Context: an optimization exercise on an open-source flow, tuned for small area. The choices shown serve that exercise and are no tape-out recipe.
Function was checked by simulation only, so behaviour that the tests miss may differ from the original.
No run shown here takes its clock network from TritonCTS; it comes from the design's own scripts or RTL.
The flow treats the clock pin as an ideal source. Dropping or thinning the clock tree relies on that and would not hold on a real chip.
Power and IR drop assume default switching activity.

`design/flow/flow/run.sh`:
```
#!/bin/bash
# Own layout flow: the standard ORFS flow (standard.sh) with these changes
#  - synthesis maps the logic with an area-oriented ABC script (flow/abc.script);
#    registers are mapped before ABC runs, so they are the standard synthesis's
#  - the clock tree is built by flow/cts_custom.tcl (a root buffer and a few leaf
#    buffers, each driving an equal share of the registers) instead of
#    clock_tree_synthesis; the rest of the CTS step (legalizing, repair) is ORFS's
#  - extra ORFS variables from flow/make_args (one NAME=value per line), e.g.
#    the port buffer cell
# Each tool's full output is in orfs/logs/...; make's own output is in flow.log.
set -euo pipefail
W=$PWD
rm -rf "$W/scripts_mod"
cp -r "$FLOW_HOME/scripts" "$W/scripts_mod"
cp "$W/flow/abc.script" "$W/scripts_mod/abc_speed.script"
grep -q '^log_cmd clock_tree_synthesis {\*}\$cts_args$' "$W/scripts_mod/cts.tcl"
sed -i "s#^log_cmd clock_tree_synthesis {\*}\$cts_args\$#source $W/flow/cts_custom.tcl#" "$W/scripts_mod/cts.tcl"
grep -q "cts_custom.tcl" "$W/scripts_mod/cts.tcl"
args=("SCRIPTS_DIR=$W/scripts_mod")
if [[ -f "$W/flow/make_args" ]]; then
  while IFS= read -r line; do
    [[ -n "$line" && "$line" != \#* ]] && args+=("$line")
  done < "$W/flow/make_args"
fi
bash "$W/standard.sh" "${args[@]}" finish > "$W/flow.log" 2>&1
```
`design/flow/constraint.sdc`:
```
create_clock -name core_clock -period 320.0 [get_ports {clk}]
set_input_delay 64.0000 -clock core_clock [delete_from_list [all_inputs] [get_ports {clk}]]
set_output_delay 64.0000 -clock core_clock [all_outputs]
set_load 0.01 [all_outputs]
```
`design/flow/flow/make_args`:
```
BUFFER_PORTS_ARGS=-buffer_cell sky130_fd_sc_hd__buf_1
DONT_USE_CELLS=sky130_fd_sc_hd__probe_p_8 sky130_fd_sc_hd__probec_p_8 sky130_fd_sc_hd__lpflow_bleeder_1 sky130_fd_sc_hd__lpflow_clkbufkapwr_1 sky130_fd_sc_hd__lpflow_clkbufkapwr_16 sky130_fd_sc_hd__lpflow_clkbufkapwr_2 sky130_fd_sc_hd__lpflow_clkbufkapwr_4 sky130_fd_sc_hd__lpflow_clkbufkapwr_8 sky130_fd_sc_hd__lpflow_clkinvkapwr_1 sky130_fd_sc_hd__lpflow_clkinvkapwr_16 sky130_fd_sc_hd__lpflow_clkinvkapwr_2 sky130_fd_sc_hd__lpflow_clkinvkapwr_4 sky130_fd_sc_hd__lpflow_clkinvkapwr_8 sky130_fd_sc_hd__lpflow_decapkapwr_12 sky130_fd_sc_hd__lpflow_decapkapwr_3 sky130_fd_sc_hd__lpflow_decapkapwr_4 sky130_fd_sc_hd__lpflow_decapkapwr_6 sky130_fd_sc_hd__lpflow_decapkapwr_8 sky130_fd_sc_hd__lpflow_inputiso0n_1 sky130_fd_sc_hd__lpflow_inputiso0p_1 sky130_fd_sc_hd__lpflow_inputiso1n_1 sky130_fd_sc_hd__lpflow_inputiso1p_1 sky130_fd_sc_hd__lpflow_inputisolatch_1 sky130_fd_sc_hd__lpflow_isobufsrc_1 sky130_fd_sc_hd__lpflow_isobufsrc_16 sky130_fd_sc_hd__lpflow_isobufsrc_2 sky130_fd_sc_hd__lpflow_isobufsrc_4 sky130_fd_sc_hd__lpflow_isobufsrc_8 sky130_fd_sc_hd__lpflow_isobufsrckapwr_16 sky130_fd_sc_hd__lpflow_lsbuf_lh_hl_isowell_tap_1 sky130_fd_sc_hd__lpflow_lsbuf_lh_hl_isowell_tap_2 sky130_fd_sc_hd__lpflow_lsbuf_lh_hl_isowell_tap_4 sky130_fd_sc_hd__lpflow_lsbuf_lh_isowell_4 sky130_fd_sc_hd__lpflow_lsbuf_lh_isowell_tap_1 sky130_fd_sc_hd__lpflow_lsbuf_lh_isowell_tap_2 sky130_fd_sc_hd__lpflow_lsbuf_lh_isowell_tap_4 sky130_fd_sc_hd__fill_1 sky130_fd_sc_hd__fill_2 sky130_fd_sc_hd__fill_4 sky130_fd_sc_hd__fill_8  sky130_fd_sc_hd__buf_6 sky130_fd_sc_hd__buf_8 sky130_fd_sc_hd__buf_12 sky130_fd_sc_hd__buf_16 sky130_fd_sc_hd__bufinv_8 sky130_fd_sc_hd__bufinv_16 sky130_fd_sc_hd__inv_6 sky130_fd_sc_hd__inv_8 sky130_fd_sc_hd__inv_12 sky130_fd_sc_hd__inv_16 sky130_fd_sc_hd__clkinv_8 sky130_fd_sc_hd__clkinv_16 sky130_fd_sc_hd__clkinvlp_4 sky130_fd_sc_hd__dlygate4sd1_1 sky130_fd_sc_hd__dlygate4sd2_1 sky130_fd_sc_hd__dlygate4sd3_1 sky130_fd_sc_hd__clkdlybuf4s15_1 sky130_fd_sc_hd__clkdlybuf4s15_2 sky130_fd_sc_hd__clkdlybuf4s18_1 sky130_fd_sc_hd__clkdlybuf4s18_2 sky130_fd_sc_hd__clkdlybuf4s25_1 sky130_fd_sc_hd__clkdlybuf4s25_2 sky130_fd_sc_hd__clkdlybuf4s50_1 sky130_fd_sc_hd__clkdlybuf4s50_2 sky130_fd_sc_hd__dlymetal6s2s_1 sky130_fd_sc_hd__dlymetal6s4s_1 sky130_fd_sc_hd__dlymetal6s6s_1
```
`design/flow/standard.sh`:
```
#!/bin/bash
# synth_recipe.tcl (not shown) runs the flow's synth.tcl, then flattens the netlist and writes it again
# the make line also repeats each setting of config.mk as NAME=value (left out here)
make -C /OpenROAD-flow-scripts/flow DESIGN_CONFIG=/design/flow/config.mk WORK_HOME=/design/flow/orfs CLKGATE_MAP_FILE= SYNTH_SCRIPT=/design/flow/synth_recipe.tcl "${@:-finish}"
```
`design/flow/flow/cts_custom.tcl`:
```
# Clock tree built here in place of clock_tree_synthesis: the clock port drives
# one root buffer, which drives LEAVES leaf buffers; the registers are split
# into LEAVES groups of equal size by recursive bisection of their placement,
# and each group is driven by a leaf buffer placed at the group's centre.
set cts_leaves 10
set cts_leaf_cell sky130_fd_sc_hd__clkbuf_8
set cts_root_cell sky130_fd_sc_hd__clkbuf_8

proc cts_bisect { pts n } {
  # split the list of {x y iterm} into n groups of (nearly) equal size
  if { $n <= 1 } { return [list $pts] }
  set xs [lsort -integer [lmap p $pts { lindex $p 0 }]]
  set ys [lsort -integer [lmap p $pts { lindex $p 1 }]]
  set dx [expr { [lindex $xs end] - [lindex $xs 0] }]
  set dy [expr { [lindex $ys end] - [lindex $ys 0] }]
  set idx [expr { $dx >= $dy ? 0 : 1 }]
  set sorted [lsort -integer -index $idx $pts]
  set n1 [expr { $n / 2 }]
  set k [expr { int(round([llength $sorted] * double($n1) / $n)) }]
  return [concat [cts_bisect [lrange $sorted 0 [expr { $k - 1 }]] $n1] \
                 [cts_bisect [lrange $sorted $k end] [expr { $n - $n1 }]]]
}

set cts_block [ord::get_db_block]
set cts_db [ord::get_db]
set cts_clk [$cts_block findNet clk]
set cts_pts {}
foreach it [$cts_clk getITerms] {
  set inst [$it getInst]
  set bb [$inst getBBox]
  lappend cts_pts [list [expr { ([$bb xMin] + [$bb xMax]) / 2 }] \
                        [expr { ([$bb yMin] + [$bb yMax]) / 2 }] $it]
}
puts "custom cts: [llength $cts_pts] sinks, $cts_leaves leaves"

set rootm [$cts_db findMaster $cts_root_cell]
set leafm [$cts_db findMaster $cts_leaf_cell]
set root_net [odb::dbNet_create $cts_block clknet_root]
$root_net setSigType CLOCK
set root [odb::dbInst_create $cts_block $rootm clkbuf_root]
[$root findITerm A] connect $cts_clk
[$root findITerm X] connect $root_net

set sx 0; set sy 0; set nl 0
set i 0
foreach grp [cts_bisect $cts_pts $cts_leaves] {
  set gx 0; set gy 0
  foreach p $grp { incr gx [lindex $p 0]; incr gy [lindex $p 1] }
  set gx [expr { $gx / [llength $grp] }]
  set gy [expr { $gy / [llength $grp] }]
  set net [odb::dbNet_create $cts_block clknet_leaf_$i]
  $net setSigType CLOCK
  set buf [odb::dbInst_create $cts_block $leafm clkbuf_leaf_$i]
  $buf setLocation [expr { $gx - [$leafm getWidth] / 2 }] [expr { $gy - [$leafm getHeight] / 2 }]
  $buf setPlacementStatus PLACED
  [$buf findITerm A] connect $root_net
  [$buf findITerm X] connect $net
  foreach p $grp {
    set it [lindex $p 2]
    $it disconnect
    $it connect $net
  }
  puts "custom cts: leaf $i at ($gx, $gy) drives [llength $grp] sinks"
  incr sx $gx; incr sy $gy; incr nl
  incr i
}
$root setLocation [expr { $sx / $nl - [$rootm getWidth] / 2 }] [expr { $sy / $nl - [$rootm getHeight] / 2 }]
$root setPlacementStatus PLACED
global_connect
```
`design/flow/design.v`:
```
`timescale 1ns / 1ps
module op_code(
    input clk, reset_p,
    input [3:0] key_value,
    input key_valid,
    output [63:0] result_bcd,
    output [15:0] led
);
    reg        kv_prev;
    reg        stage;       
    reg  [1:0] op;          
    reg        busy;
    reg  [6:0] t;
    reg [31:0] R1, R2;
    reg [63:0] D;
    reg [15:0] L;
    reg        c;           
    assign result_bcd = D;
    assign led = L;
    genvar g;
    wire ev = key_valid & ~kv_prev;
    wire [3:0] k = key_value;
    wire is_op  = (k[1:0] == 2'b11);
    wire is_clr = (k == 4'hc);
    wire is_eq  = (k == 4'he);
    wire is_dig = ~is_op & ~is_clr & ~is_eq;
    reg [2:0] p; reg q0, ci;
    always @(*) begin
        p = 3'd0; q0 = 1'b0; ci = 1'b0;
        case (k)
            4'h0: p = 3'd1;
            4'h1: p = 3'd2;
            4'h2: p = 3'd3;
            4'h4: p = 3'd4;
            4'h5: p = 3'd5;
            4'h6: p = 3'd6;
            4'h8: p = 3'd7;
            4'h9: begin p = 3'd7; q0 = 1'b1; end
            4'ha: begin p = 3'd7; q0 = 1'b1; ci = 1'b1; end
            default: ;
        endcase
    end
    wire ent        = ev & is_dig;
    wire start_move = ev & ~stage & is_op;
    wire start_calc = ev & stage & is_eq;
    wire uclr       = ev & (stage ? (is_clr | is_op) : (is_clr | is_eq));
    wire P0  = busy & ~t[6] & ~t[5];
    wire P1  = busy & ~t[6] &  t[5];
    wire P2  = busy &  t[6];
    wire t0  = (t[4:0] == 5'd0);
    wire t31 = (t[4:0] == 5'd31);
    wire opm  = busy & stage;          
    wire calc = busy & ~stage;         
    wire mul = calc & (op == 2'b10);
    wire div = calc & (op == 2'b11);
    wire as  = calc & ~op[1];
    wire sub = op[0];
    wire MOVE  = P0 & calc;
    wire MULT  = P1 & mul;
    wire DIV   = P1 & div;
    wire ADD   = P1 & as & t0;
    wire CONV  = P2 & ~(div & t[5]);
    wire CHAIN = opm | CONV;           
    wire        x0 = ent ? q0 : ((DIV | ADD) & R1[31]);
    wire [31:0] X = {R2[30:0], x0};
    wire        m = ~ent & (~MULT | R1[31]);
    wire [31:0] Y = ({32{ent}} & {R2[28:0], p}) | ({32{m}} & D[31:0]);
    wire        cin = ent ? ci : (DIV | (ADD & sub));
    wire [32:0] cc;
    wire [31:0] S;
    assign cc[0] = cin;
    generate for (g = 0; g < 32; g = g + 1) begin : fa
        assign S[g] = X[g] ^ Y[g] ^ cc[g];
        assign cc[g+1] = (X[g] & Y[g]) | (cc[g] & (X[g] ^ Y[g]));
    end endgenerate
    wire cout = cc[32];
    wire q = R2[31] | cout;            
    wire s = div ? R1[31] : R1[21];
    wire [64:1] Dn;
    generate for (g = 0; g < 16; g = g + 1) begin : dd
        wire [3:0] a = D[4*g +: 4];
        wire ge5 = (g < 8 ? CONV : 1'b1) & (a[3] | (a[2] & (a[1] | a[0])));
        assign Dn[4*g+4] = ge5 | a[3];
        assign Dn[4*g+3] = ge5 ? (a[3] & a[0]) : a[2];
        assign Dn[4*g+2] = ge5 ? ((a[1] & a[0]) | (a[3] & ~a[0])) : a[1];
        assign Dn[4*g+1] = a[0] ^ ge5;
    end endgenerate
    wire d0 = CONV ? s : (R2[31] ^ (div | sub));
    wire r1in = DIV ? (q & c) : (MOVE | ADD) ? sub : R2[31];
    wire [22:0] ic;
    assign ic[0] = (MULT | ADD) & cout;
    generate for (g = 0; g < 22; g = g + 1) begin : inc
        assign ic[g+1] = ic[g] & (g == 0 ? r1in : R1[g-1]);
    end endgenerate
    wire [31:0] R1sh = {R1[30:21], {R1[20:0], r1in} ^ ic[21:0]};
    wire Dlo_sh  = MOVE | CONV;
    wire Dclr    = P1 & t31;
    wire Dlo_hold = ~Dlo_sh & ~Dclr;
    wire Dhi_hold = ~CONV & ~Dclr;
    wire R1_sh   = CHAIN | MULT | DIV | ADD | (MOVE & as & ~t0);
    wire R2_S    = ~reset_p & (ent | MULT | ADD | (DIV & q));
    wire R2_sh   = ~reset_p & (CHAIN | MOVE | (DIV & ~q));
    wire R2_hold = ~reset_p & ~uclr & ~R2_S & ~R2_sh;
    wire r2in    = ((MOVE & as) | DIV) & R1[31];
    always @(posedge clk or posedge reset_p) begin
        if (reset_p) begin
            stage <= 1'b0;
            busy <= 1'b0;
            D <= 64'd0;
            L <= 16'd0;
        end else begin
            if (start_move) begin
                stage <= 1'b1;
                busy <= 1'b1;
            end else if (start_calc) begin
                stage <= 1'b0;
                busy <= 1'b1;
            end else if ((opm & t31) | (calc & t == 7'd117)) busy <= 1'b0;
            D[31:0]  <= ({32{Dlo_sh}} & {Dn[31:1], d0}) | ({32{Dlo_hold}} & D[31:0]);
            D[63:32] <= ({32{CONV}} & Dn[63:32]) | ({32{Dhi_hold}} & D[63:32]);
            if (CONV) L <= {L[14:0], s};
        end
    end
    always @(posedge clk) begin
        kv_prev <= key_valid;
        if (start_move | start_calc) t <= 7'd0;
        else if (busy) t <= t + 7'd1;
        if (start_move) op <= k[3:2];
        if (MOVE) c <= (c & ~t0) | R2[31];
        R2 <= ({32{R2_S}} & S) | ({32{R2_sh}} & {R2[30:0], r2in}) | ({32{R2_hold}} & R2);
        if (R1_sh) R1 <= R1sh;
    end
endmodule
```
`design/flow/config.mk`:
```
export PLATFORM = sky130hd
export DESIGN_NAME = op_code
export DESIGN_NICKNAME = op_code
export VERILOG_FILES = /design/flow/design.v
export SDC_FILE = /design/flow/constraint.sdc
export NUM_CORES = 8
export LEC_CHECK = 0
export CAP_MARGIN = 20
export CORE_MARGIN = 2
export CORE_UTILIZATION = 65
export SLEW_MARGIN = 20
```
`design/flow/flow/abc.script`:
```
strash
balance
rewrite -z
refactor -z
rewrite -z
resub -K 8 -z
rewrite -z
dch -f
amap -F 10 -C 3000
topo
```
==> out/qor.txt, run 1 <==
GP Congestion - 0.9303
worst min-delay path class - register to register
Hold WS - 0.4298 ns
die width - 112.0 microns
Routed wire per std cell - 16.79 microns
total grt overflow - 0
Post-CTS Setup Inserts - 0
CP max-delay cell - clkinv_1
FP Rows - 39
Pre-Repair DR Iteration Count - 6
maximum VDD drop - 0.006079 mV
Iteration-0 DRC Markers - 672
Total Negative Setup Slacks - 0 ns
via-per-instance ratio - 6.246
share of the yosys chip area belonging to registers - 51.49%
Lkg Pwr - 3.325 nW
WS Path Type - input port to register
relative slew slack - 29.40%
DP Worst Slack - 235.80 ns
final-layout fill cell count - 842
pwr dens - 7.172 nW/um^2
most common cell after layout, fill and taps aside - clkinv_1
Distinct cells, synth - 29
syn avg cell area - 10.37 sq um
residual DRC count - 0
area grow syn2layout - 9.523%
fin. max-slew vios - 0
most used cell, CP - fa_1
outcome - finished clean
critical path startpoint category - input port
slew at the pin closest to its max-slew limit - 1.059 ns
CP Data Arrival Time - 84.05 ns
Starting Density - 66.39%
Setup crit end kind - register
Final Util - 72.72%
Placed Cells incl. Taps - 970
Die ar. - 12,540 sq um
Final ANT Viol Nets - 0
area post-placement - 8148 sq um
worst skew pair latency - 0.41 ns
Nets - 908
vias after detailed routing - 6,127
YS warnings - 1
Core Box Area - 11,420 sq um
most frequent cells in the layout - clkinv_1 (127), buf_1 (93), dfrtp_1 (82), o21ai_0 (76), o22ai_1 (54)
setup ws final - 236.12 ns
antenna cells - 0
layout cells sized above 1 - 2.387%
fin crit share - 26.21%
Cell Area, Synth - 7581 sq um
vias in the first global route - 5,702
hpwl dp - 11,530 microns
Hold Path Origin - R1[28]
final setup violation count - 0
Chip Height - 112.0 microns
I/O Pins - 87
total power - 59.55 uW
clk slew on worst S/H paths - 0.10 ns
clock skew - 0.01033 ns
IO buf count - 86
RSZ-0062 raised after global routing - false
post_cts resized - 0
initial antenna violation count - 0
Cell Count, Final, Fillers Out - 981
syn_nets - 799
largest net degree at the start of global routing - 58
worst stage delay on the critical path - 0.56 ns
flops & latches, synth - 157
GRT Total Usage - 25.81%
Achievable Freq - 11.92 MHz
crit-path max FO - 20
CP required - 320.17 ns
maxcap violations - 0
cell area after layout - 8303 sq um
Synth Instances - 731
Routed WL - 16,470 microns
R2R Path Start - busy
Worst Setup SP - key_value[2]
count of hold-fix buffers inserted at cts - 0
final hold vios - 0
first-pass GRT wire length - 27,390 microns
minimum clock period - 83.88 ns
logic make-up (layout without fill, tap and decap cells):
family	after synthesis	after routing	synth area share [%]
simple gates	127	127	6.932
flops	157	157	51.49
buf+inv	128	235	6.338
fa+ha+maj	61	61	13.24
compound gates	258	258	22.00
sequential cells by signal (all words and copies together) (netlist names):
signal   cells
R2          32
op           2
D           64
busy         1
c            1
L           16
kv_prev      1
t            7
stage        1
R1          32
area by class of cell:
type	instances	area [sq um]	area share, %
inverter	128	481.7	5.802
sequential	157	3904	47.02
tap	143	178.9	2.155
buffer	11	151.4	1.823
timing repair buffer	96	366.6	4.415
multi-input combinational	446	3221	38.79
routing by layer:
metal  GRT usage, %  vias to the layer above  routed length (microns)  part of all wire, %
li1               -                     2900                        -                    -
met2          41.05                      213                     7650                   46
met1          39.08                     2985                     7458                   45
met5              0                        -                        0                    0
met4          6.341                        0                      385                  2.3
met3          2.504                       29                      974                  5.9
power breakdown:
part           internal [mW]  switching [mW]
registers             0.0271         0.00387
logic                0.00624          0.0135
clock network        0.00310         0.00570
total                 0.0364          0.0231
Yosys cell counts:
master	count	area, sq um
a21oi_1	51	255.2
a221oi_1	1	8.760
a222oi_1	32	320.3
a31oi_1	8	50.05
a32o_1	8	80.08
and3_1	1	6.260
clkinv_1	128	480.5
dfrtp_1	82	2052
dfxtp_1	40	800.8
edfxtp_1	35	1051
fa_1	32	640.6
ha_1	29	362.9
nand2_1	44	165.2
nand3_1	5	25.02
nand4_1	3	18.77
nor2_1	54	202.7
nor2b_1	1	6.260
nor3_1	14	70.07
nor4_1	3	18.77
o211ai_1	1	7.510
o21a_1	2	15.01
o21ai_0	78	390.4
o221ai_1	9	78.83
o22a_1	12	105.1
o22ai_1	54	337.8
o32a_1	1	10.01
o32ai_1	1	8.760
or2_0	1	6.260
or3_1	1	6.260
path summary, 6_finish.rpt:
kind,end,slack [ns],cells past startpoint
min in group asynchronous,stage,63.86,2
min,R1[29],0.43,0
max,R1[21],236.12,63
min reg2reg,R1[29],0.43,0
max in group asynchronous,D[23],254.87,3
max reg2reg,R1[21],299.37,63
worst max-delay path, delay by kind of cell:
family	cells	cell delay, ns
adder cells (fa/ha/maj)	53	17.74
buffers and inverters	2	0.81
AO/OA/AOI/OAI	3	0.55
AND/OR/NAND/NOR	5	0.93
==> run 2, diff against run 1 <==
--- a/design/flow/flow/cts_custom.tcl
+++ b/design/flow/flow/cts_custom.tcl
@@ -2,7 +2,7 @@
 # one root buffer, which drives LEAVES leaf buffers; the registers are split
 # into LEAVES groups of equal size by recursive bisection of their placement,
 # and each group is driven by a leaf buffer placed at the group's centre.
-set cts_leaves 10
+set cts_leaves 9
 set cts_leaf_cell sky130_fd_sc_hd__clkbuf_8
 set cts_root_cell sky130_fd_sc_hd__clkbuf_8
 
==> design/flow/flow/make_args (replaced) <==
BUFFER_PORTS_ARGS=-buffer_cell sky130_fd_sc_hd__buf_1
DONT_USE_CELLS=sky130_fd_sc_hd__probe_p_8 sky130_fd_sc_hd__probec_p_8 sky130_fd_sc_hd__lpflow_bleeder_1 sky130_fd_sc_hd__lpflow_clkbufkapwr_1 sky130_fd_sc_hd__lpflow_clkbufkapwr_16 sky130_fd_sc_hd__lpflow_clkbufkapwr_2 sky130_fd_sc_hd__lpflow_clkbufkapwr_4 sky130_fd_sc_hd__lpflow_clkbufkapwr_8 sky130_fd_sc_hd__lpflow_clkinvkapwr_1 sky130_fd_sc_hd__lpflow_clkinvkapwr_16 sky130_fd_sc_hd__lpflow_clkinvkapwr_2 sky130_fd_sc_hd__lpflow_clkinvkapwr_4 sky130_fd_sc_hd__lpflow_clkinvkapwr_8 sky130_fd_sc_hd__lpflow_decapkapwr_12 sky130_fd_sc_hd__lpflow_decapkapwr_3 sky130_fd_sc_hd__lpflow_decapkapwr_4 sky130_fd_sc_hd__lpflow_decapkapwr_6 sky130_fd_sc_hd__lpflow_decapkapwr_8 sky130_fd_sc_hd__lpflow_inputiso0n_1 sky130_fd_sc_hd__lpflow_inputiso0p_1 sky130_fd_sc_hd__lpflow_inputiso1n_1 sky130_fd_sc_hd__lpflow_inputiso1p_1 sky130_fd_sc_hd__lpflow_inputisolatch_1 sky130_fd_sc_hd__lpflow_isobufsrc_1 sky130_fd_sc_hd__lpflow_isobufsrc_16 sky130_fd_sc_hd__lpflow_isobufsrc_2 sky130_fd_sc_hd__lpflow_isobufsrc_4 sky130_fd_sc_hd__lpflow_isobufsrc_8 sky130_fd_sc_hd__lpflow_isobufsrckapwr_16 sky130_fd_sc_hd__lpflow_lsbuf_lh_hl_isowell_tap_1 sky130_fd_sc_hd__lpflow_lsbuf_lh_hl_isowell_tap_2 sky130_fd_sc_hd__lpflow_lsbuf_lh_hl_isowell_tap_4 sky130_fd_sc_hd__lpflow_lsbuf_lh_isowell_4 sky130_fd_sc_hd__lpflow_lsbuf_lh_isowell_tap_1 sky130_fd_sc_hd__lpflow_lsbuf_lh_isowell_tap_2 sky130_fd_sc_hd__lpflow_lsbuf_lh_isowell_tap_4 sky130_fd_sc_hd__fill_1 sky130_fd_sc_hd__fill_2 sky130_fd_sc_hd__fill_4 sky130_fd_sc_hd__fill_8  sky130_fd_sc_hd__buf_6 sky130_fd_sc_hd__buf_8 sky130_fd_sc_hd__buf_12 sky130_fd_sc_hd__buf_16 sky130_fd_sc_hd__bufinv_8 sky130_fd_sc_hd__bufinv_16 sky130_fd_sc_hd__inv_6 sky130_fd_sc_hd__inv_8 sky130_fd_sc_hd__inv_12 sky130_fd_sc_hd__inv_16 sky130_fd_sc_hd__clkinv_8 sky130_fd_sc_hd__clkinv_16 sky130_fd_sc_hd__clkinvlp_4 sky130_fd_sc_hd__dlygate4sd1_1 sky130_fd_sc_hd__dlygate4sd2_1 sky130_fd_sc_hd__dlygate4sd3_1 sky130_fd_sc_hd__clkdlybuf4s15_1 sky130_fd_sc_hd__clkdlybuf4s15_2 sky130_fd_sc_hd__clkdlybuf4s18_1 sky130_fd_sc_hd__clkdlybuf4s18_2 sky130_fd_sc_hd__clkdlybuf4s25_1 sky130_fd_sc_hd__clkdlybuf4s25_2 sky130_fd_sc_hd__clkdlybuf4s50_1 sky130_fd_sc_hd__clkdlybuf4s50_2 sky130_fd_sc_hd__dlymetal6s2s_1 sky130_fd_sc_hd__dlymetal6s4s_1 sky130_fd_sc_hd__dlymetal6s6s_1
RECOVER_POWER=100
==> out/qor.txt, run 2 <==
vias in the first global route - 5,683 (was 5,702)
Synth Flop Type - dfrtp_1 (unchanged)
hpwl dp - 11,530 microns (unchanged)
minimum clock period - 83.91 ns (was 83.88 ns)
most common cell after layout, fill and taps aside - clkinv_1 (unchanged)
area grow syn2layout - 9.044% (was 9.523%)
Nets - 907 (was 908)
share of the yosys chip area belonging to registers - 51.49% (unchanged)
largest net degree at the start of global routing - 58 (unchanged)
ys async rst share - 52.23% (unchanged)
flops & latches, synth - 157 (unchanged)
IO buf count - 86 (unchanged)
most frequent cells in the layout - clkinv_1 (127), buf_1 (88), dfrtp_1 (82), o21ai_0 (78), o22ai_1 (54) (was clkinv_1 (127), buf_1 (93), dfrtp_1 (82), o21ai_0 (76), o22ai_1 (54))
clk slew on worst S/H paths - 0.10 ns (about the same)
worst stage delay on the critical path - 0.55 ns (was 0.56 ns)
met1 usage - 39.34% (was 39.08%)
post-synth top area cell - dfrtp_1 (unchanged)
Internal Power - 36.19 uW (was 36.44 uW)
largest registers - D: 64 flops, R1: 32 flops, R2: 32 flops (unchanged)
Post-synth EDFFs - 35 (unchanged)
sequential power share - 52.4% (was 52.0%)
Cell Area, Synth - 7581 sq um (unchanged)
die width - 112.0 microns (unchanged)
most used cell, CP - fa_1 (unchanged)
CP required - 320.17 ns (about the same)
relative slew slack - -75.67% (was 29.40%)
GP Congestion - 0.9303 (unchanged)
maxcap violations - 5 (was 0)
I/O Pins - 87 (unchanged)
CP max-delay cell - clkinv_1 (unchanged)
top cells by area, synth - dfrtp_1 (27%), edfxtp_1 (14%), dfxtp_1 (11%), fa_1 (8.5%), clkinv_1 (6.3%) (unchanged)
FP Rows - 39 (unchanged)
Pre-Repair DR Iteration Count - 9 (was 6)
area post-placement - 8148 sq um (unchanged)
Failing Checks - max-capacitance violations, max-slew violations
layout cells sized above 1 - 1.434% (was 2.387%)
Lkg Pwr - 3.301 nW (was 3.325 nW)
Switching Fraction - 38.86% (was 38.80%)
Post-CTS Setup Inserts - 0 (unchanged)
Total Negative Setup Slacks - 0 ns (unchanged)
Worst Setup SP - key_value[2] (unchanged)
critical path startpoint category - input port (unchanged)
initial antenna violation count - 0 (unchanged)
outcome - finished with violations (was finished clean)
GRT Total Usage - 25.93% (was 25.81%)
switching power - 23.01 uW (was 23.10 uW)
GRT met3 Usage - 2.831% (was 2.504%)
WS Path Type - input port to register (unchanged)
crit-path max FO - 20 (unchanged)
vias after detailed routing - 6,149 (was 6,127)
pwr dens - 7.161 nW/um^2 (was 7.172 nW/um^2)
Iteration-0 DRC Markers - 646 (was 672)
post_cts resized - 0 (unchanged)
Clock Power Share - 14.4% (was 14.8%)
maximum VDD drop - 0.005314 mV (was 0.006079 mV)
final hold vios - 0 (unchanged)
busiest grt layer - met2 (unchanged)
Die ar. - 12,540 sq um (unchanged)
total power - 59.20 uW (was 59.55 uW)
YS warnings - 1 (unchanged)
Routed wire per std cell - 16.89 microns (was 16.79 microns)
final setup violation count - 0 (unchanged)
Synth top area share - 27.07% (unchanged)
fin. max-slew vios - 176 (was 0)
Final Util - 72.40% (was 72.72%)
Achievable Freq - 11.92 MHz (about the same)
first-pass GRT wire length - 27,460 microns (was 27,390 microns)
Final ANT Viol Nets - 0 (unchanged)
Synth top cells by count - clkinv_1 (128), dfrtp_1 (82), o21ai_0 (78), nor2_1 (54), o22ai_1 (54) (unchanged)
Chip Height - 112.0 microns (unchanged)
residual DRC count - 0 (unchanged)
clock skew - 0.01261 ns (was 0.01033 ns)
count leader, synth - clkinv_1 (unchanged)
slew at the pin closest to its max-slew limit - 2.635 ns (was 1.059 ns)
Comb pwr share - 33.2% (about the same)
RSZ-0062 raised after global routing - false (unchanged)
syn_nets - 799 (unchanged)
Starting Density - 66.39% (unchanged)
Distinct cells, synth - 29 (unchanged)
Core Box Area - 11,420 sq um (unchanged)
Routed WL - 16,560 microns (was 16,470 microns)
syn avg cell area - 10.37 sq um (unchanged)
via-per-instance ratio - 6.274 (was 6.246)
total grt overflow - 0 (unchanged)
count of hold-fix buffers inserted at cts - 0 (unchanged)
Setup crit end kind - register (unchanged)
Biggest register - D (unchanged)
Largest register FFs - 64 (unchanged)
fin crit share - 26.22% (was 26.21%)
Hold Path Origin - R1[25] (was R1[28])
CP Data Arrival Time - 84.08 ns (was 84.05 ns)
worst skew pair latency - 0.41 ns (about the same)
antenna cells - 0 (unchanged)
met2 Use GR - 40.85% (was 41.05%)
R2R Path Start - stage (was busy)
Synth Instances - 731 (unchanged)
worst min-delay path class - register to register (unchanged)
cell area after layout - 8267 sq um (was 8303 sq um)
==> run 2: kinds of logic after synthesis <==
logic type	Yosys count	share of synthesized area (%)
AOI/OAI and AO/OA	258	22.00
adders and majority gates	61	13.24
buffers and inverters	128	6.338
DFF	157	51.49
and+or+nand+nor	127	6.932
==> run 2: stage by stage <==
step,hold WS (ns),instances,setup slack [ns]
floorplan,0.4003,731,236.99
global placement,0.4063,970,236.20
detailed placement,0.4077,970,235.80
CTS,0.4132,980,235.64
global route,0.4498,980,235.26
finish,0.4335,980,236.09
==> run 2: path summary, 6_finish.rpt <==
path,endpoint,slack [ns],depth (start not counted)
setup / recovery,R1[21],236.09,63
hold / removal,R1[26],0.43,0
setup reg to reg,R1[21],299.37,64
hold reg to reg,R1[26],0.43,0
max in group asynchronous,D[50],253.26,3
min in group asynchronous,stage,64.29,2
==> run 2: layout make-up <==
| cell class | instances | area (sq um) |
|---|---|---|
| Tap cell | 143 | 178.9 |
| Fill cell | 857 | 3152 |
| Timing Repair Buffer | 96 | 360.3 |
| Inverter | 128 | 481.7 |
| Sequential cell | 157 | 3904 |
| Multi-Input combinational cell | 446 | 3204 |
| Buffer | 10 | 137.6 |
==> run 2: power groups by stage <==
stage	Combinational (mW)	Clock, mW	Sequential (mW)
detailed placement	0.0196	0	0.0314
global placement	0.0188	0	0.0312
finish	0.0196	0.00854	0.0310
floorplan	0.0119	0	0.0316
CTS	0.0197	0.00620	0.0315
global route	0.0220	0.00946	0.0319
==> run 2: critical path: cells and delay by family <==
kind	cells	cell delay (ns)
adders and majority gates	53	17.79
buffers and inverters	2	0.80
and+or+nand+nor	5	0.94
AOI/OAI and AO/OA	3	0.54
==> run 2: per-layer routing <==
metal / share of wire [%] / wire length, microns
met5: 0 / 0
met1: 45 / 7382
met2: 47 / 7706
met3: 6.4 / 1058
met4: 2.5 / 408
==> run 3, diff against run 2 <==
==> design/flow/flow/make_args (replaced) <==
BUFFER_PORTS_ARGS=-buffer_cell sky130_fd_sc_hd__buf_1
DONT_USE_CELLS=sky130_fd_sc_hd__probe_p_8 sky130_fd_sc_hd__probec_p_8 sky130_fd_sc_hd__lpflow_bleeder_1 sky130_fd_sc_hd__lpflow_clkbufkapwr_1 sky130_fd_sc_hd__lpflow_clkbufkapwr_16 sky130_fd_sc_hd__lpflow_clkbufkapwr_2 sky130_fd_sc_hd__lpflow_clkbufkapwr_4 sky130_fd_sc_hd__lpflow_clkbufkapwr_8 sky130_fd_sc_hd__lpflow_clkinvkapwr_1 sky130_fd_sc_hd__lpflow_clkinvkapwr_16 sky130_fd_sc_hd__lpflow_clkinvkapwr_2 sky130_fd_sc_hd__lpflow_clkinvkapwr_4 sky130_fd_sc_hd__lpflow_clkinvkapwr_8 sky130_fd_sc_hd__lpflow_decapkapwr_12 sky130_fd_sc_hd__lpflow_decapkapwr_3 sky130_fd_sc_hd__lpflow_decapkapwr_4 sky130_fd_sc_hd__lpflow_decapkapwr_6 sky130_fd_sc_hd__lpflow_decapkapwr_8 sky130_fd_sc_hd__lpflow_inputiso0n_1 sky130_fd_sc_hd__lpflow_inputiso0p_1 sky130_fd_sc_hd__lpflow_inputiso1n_1 sky130_fd_sc_hd__lpflow_inputiso1p_1 sky130_fd_sc_hd__lpflow_inputisolatch_1 sky130_fd_sc_hd__lpflow_isobufsrc_1 sky130_fd_sc_hd__lpflow_isobufsrc_16 sky130_fd_sc_hd__lpflow_isobufsrc_2 sky130_fd_sc_hd__lpflow_isobufsrc_4 sky130_fd_sc_hd__lpflow_isobufsrc_8 sky130_fd_sc_hd__lpflow_isobufsrckapwr_16 sky130_fd_sc_hd__lpflow_lsbuf_lh_hl_isowell_tap_1 sky130_fd_sc_hd__lpflow_lsbuf_lh_hl_isowell_tap_2 sky130_fd_sc_hd__lpflow_lsbuf_lh_hl_isowell_tap_4 sky130_fd_sc_hd__lpflow_lsbuf_lh_isowell_4 sky130_fd_sc_hd__lpflow_lsbuf_lh_isowell_tap_1 sky130_fd_sc_hd__lpflow_lsbuf_lh_isowell_tap_2 sky130_fd_sc_hd__lpflow_lsbuf_lh_isowell_tap_4 sky130_fd_sc_hd__fill_1 sky130_fd_sc_hd__fill_2 sky130_fd_sc_hd__fill_4 sky130_fd_sc_hd__fill_8  sky130_fd_sc_hd__buf_6 sky130_fd_sc_hd__buf_8 sky130_fd_sc_hd__buf_12 sky130_fd_sc_hd__buf_16 sky130_fd_sc_hd__bufinv_8 sky130_fd_sc_hd__bufinv_16 sky130_fd_sc_hd__inv_6 sky130_fd_sc_hd__inv_8 sky130_fd_sc_hd__inv_12 sky130_fd_sc_hd__inv_16 sky130_fd_sc_hd__clkinv_8 sky130_fd_sc_hd__clkinv_16 sky130_fd_sc_hd__clkinvlp_4 sky130_fd_sc_hd__dlygate4sd1_1 sky130_fd_sc_hd__dlygate4sd2_1 sky130_fd_sc_hd__dlygate4sd3_1 sky130_fd_sc_hd__clkdlybuf4s15_1 sky130_fd_sc_hd__clkdlybuf4s15_2 sky130_fd_sc_hd__clkdlybuf4s18_1 sky130_fd_sc_hd__clkdlybuf4s18_2 sky130_fd_sc_hd__clkdlybuf4s25_1 sky130_fd_sc_hd__clkdlybuf4s25_2 sky130_fd_sc_hd__clkdlybuf4s50_1 sky130_fd_sc_hd__clkdlybuf4s50_2 sky130_fd_sc_hd__dlymetal6s2s_1 sky130_fd_sc_hd__dlymetal6s4s_1 sky130_fd_sc_hd__dlymetal6s6s_1
--- a/design/flow/config.mk
+++ b/design/flow/config.mk
@@ -8,4 +8,5 @@
 export CAP_MARGIN = 20
 export CORE_MARGIN = 2
 export CORE_UTILIZATION = 65
+export GPL_TIMING_DRIVEN = 0
 export SLEW_MARGIN = 20
==> out/qor.txt, run 3 <==
ys async rst share - 52.23% (unchanged)
initial antenna violation count - 0 (unchanged)
vias after detailed routing - 6,151 (was 6,149)
Achievable Freq - 11.86 MHz (was 11.92 MHz)
I/O Pins - 87 (unchanged)
Iteration-0 DRC Markers - 724 (was 646)
count of hold-fix buffers inserted at cts - 0 (unchanged)
Storage cell area - 3904 sq um (unchanged)
post-synth top area cell - dfrtp_1 (unchanged)
slew at the pin closest to its max-slew limit - 0.9731 ns (was 2.635 ns)
worst hold path depth - 0 (unchanged)
Synth top cells by count - clkinv_1 (128), dfrtp_1 (82), o21ai_0 (78), nor2_1 (54), o22ai_1 (54) (unchanged)
Multi-input gate area - 3246 sq um (was 3204 sq um)
relative slew slack - 34.97% (was -75.67%)
Hold Path Origin - R1[22] (was R1[25])
Switching Fraction - 38.82% (was 38.86%)
Compound-Gate Fraction of Synth Area - 22.00% (unchanged)
Starting Density - 66.39% (unchanged)
most used cell, CP - fa_1 (unchanged)
die width - 112.0 microns (unchanged)
Clock Power Share - 14.4% (about the same)
maximum VDD drop - 0.005409 mV (was 0.005314 mV)
Core Box Area - 11,420 sq um (unchanged)
via-per-instance ratio - 6.257 (was 6.274)
area grow syn2layout - 10.36% (was 9.044%)
top cells by area, synth - dfrtp_1 (27%), edfxtp_1 (14%), dfxtp_1 (11%), fa_1 (8.5%), clkinv_1 (6.3%) (unchanged)
r2r endpoint - R1[21] (unchanged)
Hold Path End - R1[23] (was R1[26])
R2R Path Start - busy (was stage)
Setup crit end kind - register (unchanged)
flops & latches, synth - 157 (unchanged)
Reg2Reg Depth - 63 (was 64)
GP Congestion - 0.9058 (was 0.9303)
Largest register FFs - 64 (unchanged)
area share of fa/ha/maj cells after synthesis - 13.24% (unchanged)
Post-Synth XOR/XNOR Area - 0% (unchanged)
Pre-Repair DR Iteration Count - 9 (unchanged)
WS Path Type - input port to register (unchanged)
Post-CTS Setup Inserts - 0 (unchanged)
Worst Setup SP - key_value[3] (was key_value[2])
total power - 60.05 uW (was 59.20 uW)
minimum clock period - 84.32 ns (was 83.91 ns)
fin. max-slew vios - 0 (was 176)
Total Negative Setup Slacks - 0 ns (unchanged)
YS warnings - 1 (unchanged)
reg2reg setup slack - 298.94 ns (was 299.37 ns)
residual DRC count - 0 (unchanged)
vias in the first global route - 5,932 (was 5,683)
CP max-delay cell - clkinv_1 (unchanged)
Final ANT Viol Nets - 0 (unchanged)
Die ar. - 12,540 sq um (unchanged)
Routed wire per std cell - 16.66 microns (was 16.89 microns)
IO buf count - 86 (unchanged)
Synth Flop Type - dfrtp_1 (unchanged)
GRT Total Usage - 26.45% (was 25.93%)
Routed WL - 16,380 microns (was 16,560 microns)
count leader, synth - clkinv_1 (unchanged)
final setup violation count - 0 (unchanged)
RSZ-0062 raised after global routing - false (unchanged)
Distinct cells, synth - 29 (unchanged)
Lkg Pwr - 3.357 nW (was 3.301 nW)
switching power - 23.31 uW (was 23.01 uW)
syn avg cell area - 10.37 sq um (unchanged)
sequential power share - 51.6% (was 52.4%)
layout cells sized above 1 - 3.571% (was 1.434%)
clk slew on worst S/H paths - 0.10 ns (about the same)
Comb pwr share - 34.0% (was 33.2%)
Post-synth EDFFs - 35 (unchanged)
Chip Height - 112.0 microns (unchanged)
final hold vios - 0 (unchanged)
largest net degree at the start of global routing - 83 (was 58)
Nets - 910 (was 907)
maxcap violations - 0 (was 5)
syn_nets - 799 (unchanged)
most frequent cells in the layout - clkinv_1 (127), buf_1 (86), dfrtp_1 (82), o21ai_0 (76), o22ai_1 (54) (was clkinv_1 (127), buf_1 (88), dfrtp_1 (82), o21ai_0 (78), o22ai_1 (54))
Biggest register - D (unchanged)
first-pass GRT wire length - 28,140 microns (was 27,460 microns)
largest registers - D: 64 flops, R1: 32 flops, R2: 32 flops (unchanged)
most common cell after layout, fill and taps aside - clkinv_1 (unchanged)
Simple-Gate Fraction of Synth Area - 6.932% (unchanged)
critical path startpoint category - input port (unchanged)
worst min-delay path class - register to register (unchanged)
Synth top area share - 27.07% (unchanged)
crit-path max FO - 31 (was 20)
pwr dens - 7.177 nW/um^2 (was 7.161 nW/um^2)
fin crit share - 26.35% (was 26.22%)
final-layout fill cell count - 864 (was 857)
mux share of post-synthesis cell area - 0% (unchanged)
CP Data Arrival Time - 84.50 ns (was 84.08 ns)
total grt overflow - 0 (unchanged)
outcome - finished clean (was finished with violations)
worst stage delay on the critical path - 0.83 ns (was 0.55 ns)
hpwl dp - 11,560 microns (was 11,530 microns)
antenna cells - 0 (unchanged)
clock skew - 0.01921 ns (was 0.01261 ns)
Cell Area, Synth - 7581 sq um (unchanged)
largest family of logic cells by synthesized area - compound AO/OA/AOI/OAI gates (unchanged)
FP Rows - 39 (unchanged)
Synth Instances - 731 (unchanged)
worst skew pair latency - 0.43 ns (was 0.41 ns)
Internal Power - 36.73 uW (was 36.19 uW)
share of the yosys chip area belonging to registers - 51.49% (unchanged)
post_cts resized - 0 (unchanged)
CP required - 320.18 ns (was 320.17 ns)
run 3: critical path, delay by kind of cell:
kind,cells,cell delay [ns]
buf+inv,2,1.07
compound gates,3,0.58
simple gates,5,1.07
fa+ha+maj,53,17.79
run 3: metrics by stage:
stage | setup WS (ns) | area (sq um) | instances | hold WS (ns) | utilization (%)
CTS | 235.23 | 8367 | 983 | 0.4089 | 73.27
global placement | 235.61 | 8083 | 960 | 0.4072 | 70.79
finish | 235.68 | 8367 | 983 | 0.4327 | 73.27
global route | 234.76 | 8367 | 983 | 0.4410 | 73.27
floorplan | 236.99 | 7581 | 731 | 0.4003 | -
detailed placement | 235.29 | 8229 | 973 | 0.4059 | 72.07
run 3: power by group through the flow:
stage                     Clock (mW)  Sequential [mW]  Combinational [mW]
after CTS                    0.00620           0.0315              0.0204
after detailed placement           0           0.0313              0.0204
after global placement             0           0.0312              0.0183
final                        0.00867           0.0310              0.0204
after floorplan                    0           0.0316              0.0119
after global routing         0.00949           0.0317              0.0230
run 3: layout make-up:
| type | instances | area share (%) |
|---|---|---|
| Timing Repair Buffer | 99 | 4.965 |
| Inverter | 128 | 5.802 |
| Sequential cell | 157 | 46.66 |
| Multi-Input combinational cell | 446 | 38.79 |
| Tap cell | 143 | 2.138 |
| Buffer | 10 | 1.645 |
run 3: cells by family (layout without fill, tap and decap cells):
kind of cell	after synthesis	in the layout
AO/OA/AOI/OAI	258	258
adder cells (fa/ha/maj)	61	61
buffers and inverters	128	237
flip-flops	157	157
AND/OR/NAND/NOR	127	127
run 3: how the worst max path moves through the flow:
stage	end	slack [ns]	cells after the start
global route	R1[21]	234.76	63
global placement	R1[21]	235.61	63
floorplan	R1[21]	236.99	62
CTS	R1[21]	235.23	63
detailed placement	R1[21]	235.29	63
finish	R1[21]	235.68	63
run 3: per-layer routing:
layer  global-route usage, %  up-vias  part of all wire, %
met2                   44.40      205                   47
met5                       0        -                    0
li1                        -     2912                    -
met4                   4.146        0                  1.6
met3                   3.321       27                  6.9
met1                   38.43     3007                   44
==> run 4, diff against run 3 <==
--- a/design/flow/config.mk
+++ b/design/flow/config.mk
@@ -8,5 +8,4 @@
 export CAP_MARGIN = 20
 export CORE_MARGIN = 2
 export CORE_UTILIZATION = 65
-export GPL_TIMING_DRIVEN = 0
 export SLEW_MARGIN = 20
==> out/qor.txt, run 4 <==
most frequent cells in the layout - clkinv_1 (127), buf_1 (93), dfrtp_1 (82), o21ai_0 (76), o22ai_1 (54) (was clkinv_1 (127), buf_1 (86), dfrtp_1 (82), o21ai_0 (76), o22ai_1 (54))
final-layout fill cell count - 852 (was 864)
critical path startpoint category - input port (unchanged)
worst skew pair latency - 0.41 ns (was 0.43 ns)
ys async rst share - 52.23% (unchanged)
worst path buffer plus inverter count - 2 (unchanged)
Routed WL - 16,500 microns (was 16,380 microns)
RSZ-0062 raised after global routing - false (unchanged)
Setup crit end kind - register (unchanged)
most used cell, CP - fa_1 (unchanged)
Reg2Reg Depth - 63 (unchanged)
Chip Height - 112.0 microns (unchanged)
total grt overflow - 0 (unchanged)
final setup violation count - 0 (unchanged)
pwr dens - 7.159 nW/um^2 (was 7.177 nW/um^2)
final hold vios - 0 (unchanged)
slew at the pin closest to its max-slew limit - 1.052 ns (was 0.9731 ns)
vias after detailed routing - 6,143 (was 6,151)
first-pass GRT wire length - 27,460 microns (was 28,140 microns)
syn avg cell area - 10.37 sq um (unchanged)
Starting Density - 66.39% (unchanged)
Die ar. - 12,540 sq um (unchanged)
CP max-delay cell - clkinv_1 (unchanged)
Placed Cells incl. Taps - 970 (was 973)
Distinct cells, synth - 29 (unchanged)
flops & latches, synth - 157 (unchanged)
Cell Area, Synth - 7581 sq um (unchanged)
most common cell after layout, fill and taps aside - clkinv_1 (unchanged)
Achievable Freq - 11.92 MHz (was 11.86 MHz)
area grow syn2layout - 9.341% (was 10.36%)
GRT Total Usage - 25.93% (was 26.45%)
Core Box Area - 11,420 sq um (unchanged)
largest net degree at the start of global routing - 58 (was 83)
metal1 wirelength - 7304 microns (was 7260 microns)
Routed wire per std cell - 16.83 microns (was 16.66 microns)
area post-placement - 8148 sq um (was 8229 sq um)
die width - 112.0 microns (unchanged)
Final Util - 72.59% (was 73.27%)
Synth Instances - 731 (unchanged)
Lkg Pwr - 3.318 nW (was 3.357 nW)
GP Congestion - 0.9303 (was 0.9058)
largest registers - D: 64 flops, R1: 32 flops, R2: 32 flops (unchanged)
CP top delay family - adder cells (unchanged)
Hold Path End - R1[26] (was R1[23])
max layer used - met4 (unchanged)
share of the yosys chip area belonging to registers - 51.49% (unchanged)
via-per-instance ratio - 6.268 (was 6.257)
residual DRC count - 0 (unchanged)
Iteration-0 DRC Markers - 708 (was 724)
Synth top cells by count - clkinv_1 (128), dfrtp_1 (82), o21ai_0 (78), nor2_1 (54), o22ai_1 (54) (unchanged)
clk slew on worst S/H paths - 0.10 ns (about the same)
hpwl dp - 11,530 microns (was 11,560 microns)
cell area after layout - 8289 sq um (was 8367 sq um)
met2 wire length - 7695 microns (was 7723 microns)
relative slew slack - 29.88% (was 34.97%)
setup ws final - 236.13 ns (was 235.68 ns)
Nets - 907 (was 910)
worst min-delay path class - register to register (unchanged)
worst hold path depth - 0 (unchanged)
Total Negative Setup Slacks - 0 ns (unchanged)
R2R Path Start - busy (unchanged)
initial antenna violation count - 0 (unchanged)
syn_nets - 799 (unchanged)
WS Path Type - input port to register (unchanged)
Post-synth EDFFs - 35 (unchanged)
fin crit share - 26.21% (was 26.35%)
clock skew - 0.01284 ns (was 0.01921 ns)
outcome - finished clean (unchanged)
antenna cells - 0 (unchanged)
Cell Count, Final, Fillers Out - 980 (was 983)
worst stage delay on the critical path - 0.55 ns (was 0.83 ns)
r2r endpoint - R1[21] (unchanged)
minimum clock period - 83.87 ns (was 84.32 ns)
maxcap violations - 0 (unchanged)
Biggest register - D (unchanged)
post-synth top area cell - dfrtp_1 (unchanged)
crit-path max FO - 20 (was 31)
count leader, synth - clkinv_1 (unchanged)
count of hold-fix buffers inserted at cts - 0 (unchanged)
Hold WS - 0.4317 ns (was 0.4327 ns)
CP required - 320.17 ns (was 320.18 ns)
Largest register FFs - 64 (unchanged)
CP Data Arrival Time - 84.04 ns (was 84.50 ns)
Hold Path Origin - R1[25] (was R1[22])
Final ANT Viol Nets - 0 (unchanged)
vias in the first global route - 5,683 (was 5,932)
IO buf count - 86 (unchanged)
Pre-Repair DR Iteration Count - 6 (was 9)
reg2reg setup slack - 299.36 ns (was 298.94 ns)
met3 wire len - 1073 microns (was 1128 microns)
FP Rows - 39 (unchanged)
layout cells sized above 1 - 2.270% (was 3.571%)
Synth top area share - 27.07% (unchanged)
post_cts resized - 0 (unchanged)
top cells by area, synth - dfrtp_1 (27%), edfxtp_1 (14%), dfxtp_1 (11%), fa_1 (8.5%), clkinv_1 (6.3%) (unchanged)
YS warnings - 1 (unchanged)
fin. max-slew vios - 0 (unchanged)
total power - 59.34 uW (was 60.05 uW)
Post-CTS Setup Inserts - 0 (unchanged)
maximum VDD drop - 0.005339 mV (was 0.005409 mV)
I/O Pins - 87 (unchanged)
Synth Flop Type - dfrtp_1 (unchanged)
DP Worst Slack - 235.80 ns (was 235.29 ns)
==> run 4: cell counts after synthesis <==
Identical to the previous run, type by type.
==> run 4: cell type report <==
type | instances | area (sq um) | area share, %
inverter | 128 | 481.7 | 5.811
buffer | 10 | 137.6 | 1.660
timing repair buffer | 96 | 366.6 | 4.423
sequential | 157 | 3904 | 47.09
multi-input combinational | 446 | 3221 | 38.85
tap | 143 | 178.9 | 2.158
==> run 4: worst reg2reg max path: cells and delay by family (launching register included) <==
family / cells / cell delay, ns
flops: 1 / 0.54
compound gates: 2 / 0.27
simple gates: 8 / 1.82
fa+ha+maj: 53 / 17.75
==> run 4: how the worst max path moves through the flow <==
stage	start	to	cells past startpoint
final	key_value[2]	R1[21]	63
after global routing	key_value[2]	R1[21]	63
after CTS	key_value[2]	R1[21]	63
after detailed placement	key_value[2]	R1[21]	63
after global placement	key_value[3]	R1[21]	63
after floorplan	key_value[1]	R1[21]	62
==> run 4: cells by family (layout without fill, tap and decap cells) <==
logic type	Yosys count	count (layout)	share of synthesized area (%)
simple gates	127	127	6.932
compound gates	258	258	22.00
buf+inv	128	234	6.338
flops	157	157	51.49
fa+ha+maj	61	61	13.24
==> run 4: power breakdown <==
group / total (mW) / switching (mW) / internal [mW]
Sequential: 0.0310 / 0.00389 / 0.0271
Clock: 0.00855 / 0.00572 / 0.00284
Combinational: 0.0198 / 0.0135 / 0.00625
Total: 0.0593 / 0.0232 / 0.0362
==> run 4: layer usage <==
layer	track usage (%)	vias up
li1	-	2895
met1	39.34	2983
met2	40.85	232
met3	2.831	33
met4	6.585	0
met5	0	-

[re-timing with driven ports]
The results above use ideal ports. As a check the final layouts listed here were re-extracted and re-timed, cells and wires unchanged. Step 1: set_driving_cell puts a clkbuf_16 on clk and a buf_2 on each other input, an assumption about the parent block. Step 2 also shifts input and output timing later by t, the mid clock arrival at the registers, as if the neighbouring blocks saw the same clock. Slacks: no drivers / after step 1 / after step 2; pairs: no drivers / after step 1.
run | shift t [ns] | setup WS [ns] | hold slack, ns | cell pins on the clock port's net
run 1 | 0.445 | 236.119 / 236.128 / 235.683 | 0.430 / 0.430 / 0.430 | 1
run 2 | 0.440 | 236.090 / 236.099 / 235.659 | 0.434 / 0.434 / 0.434 | 1
run 3 | 0.455 | 235.675 / 235.689 / 235.235 | 0.433 / 0.433 / 0.433 | 1
run 4 | 0.442 | 236.130 / 236.141 / 235.699 | 0.432 / 0.432 / 0.432 | 1
For run 3, which loses most, drivers alone change the setup slack by +0.014 ns; drivers and shift together by -0.440 ns.
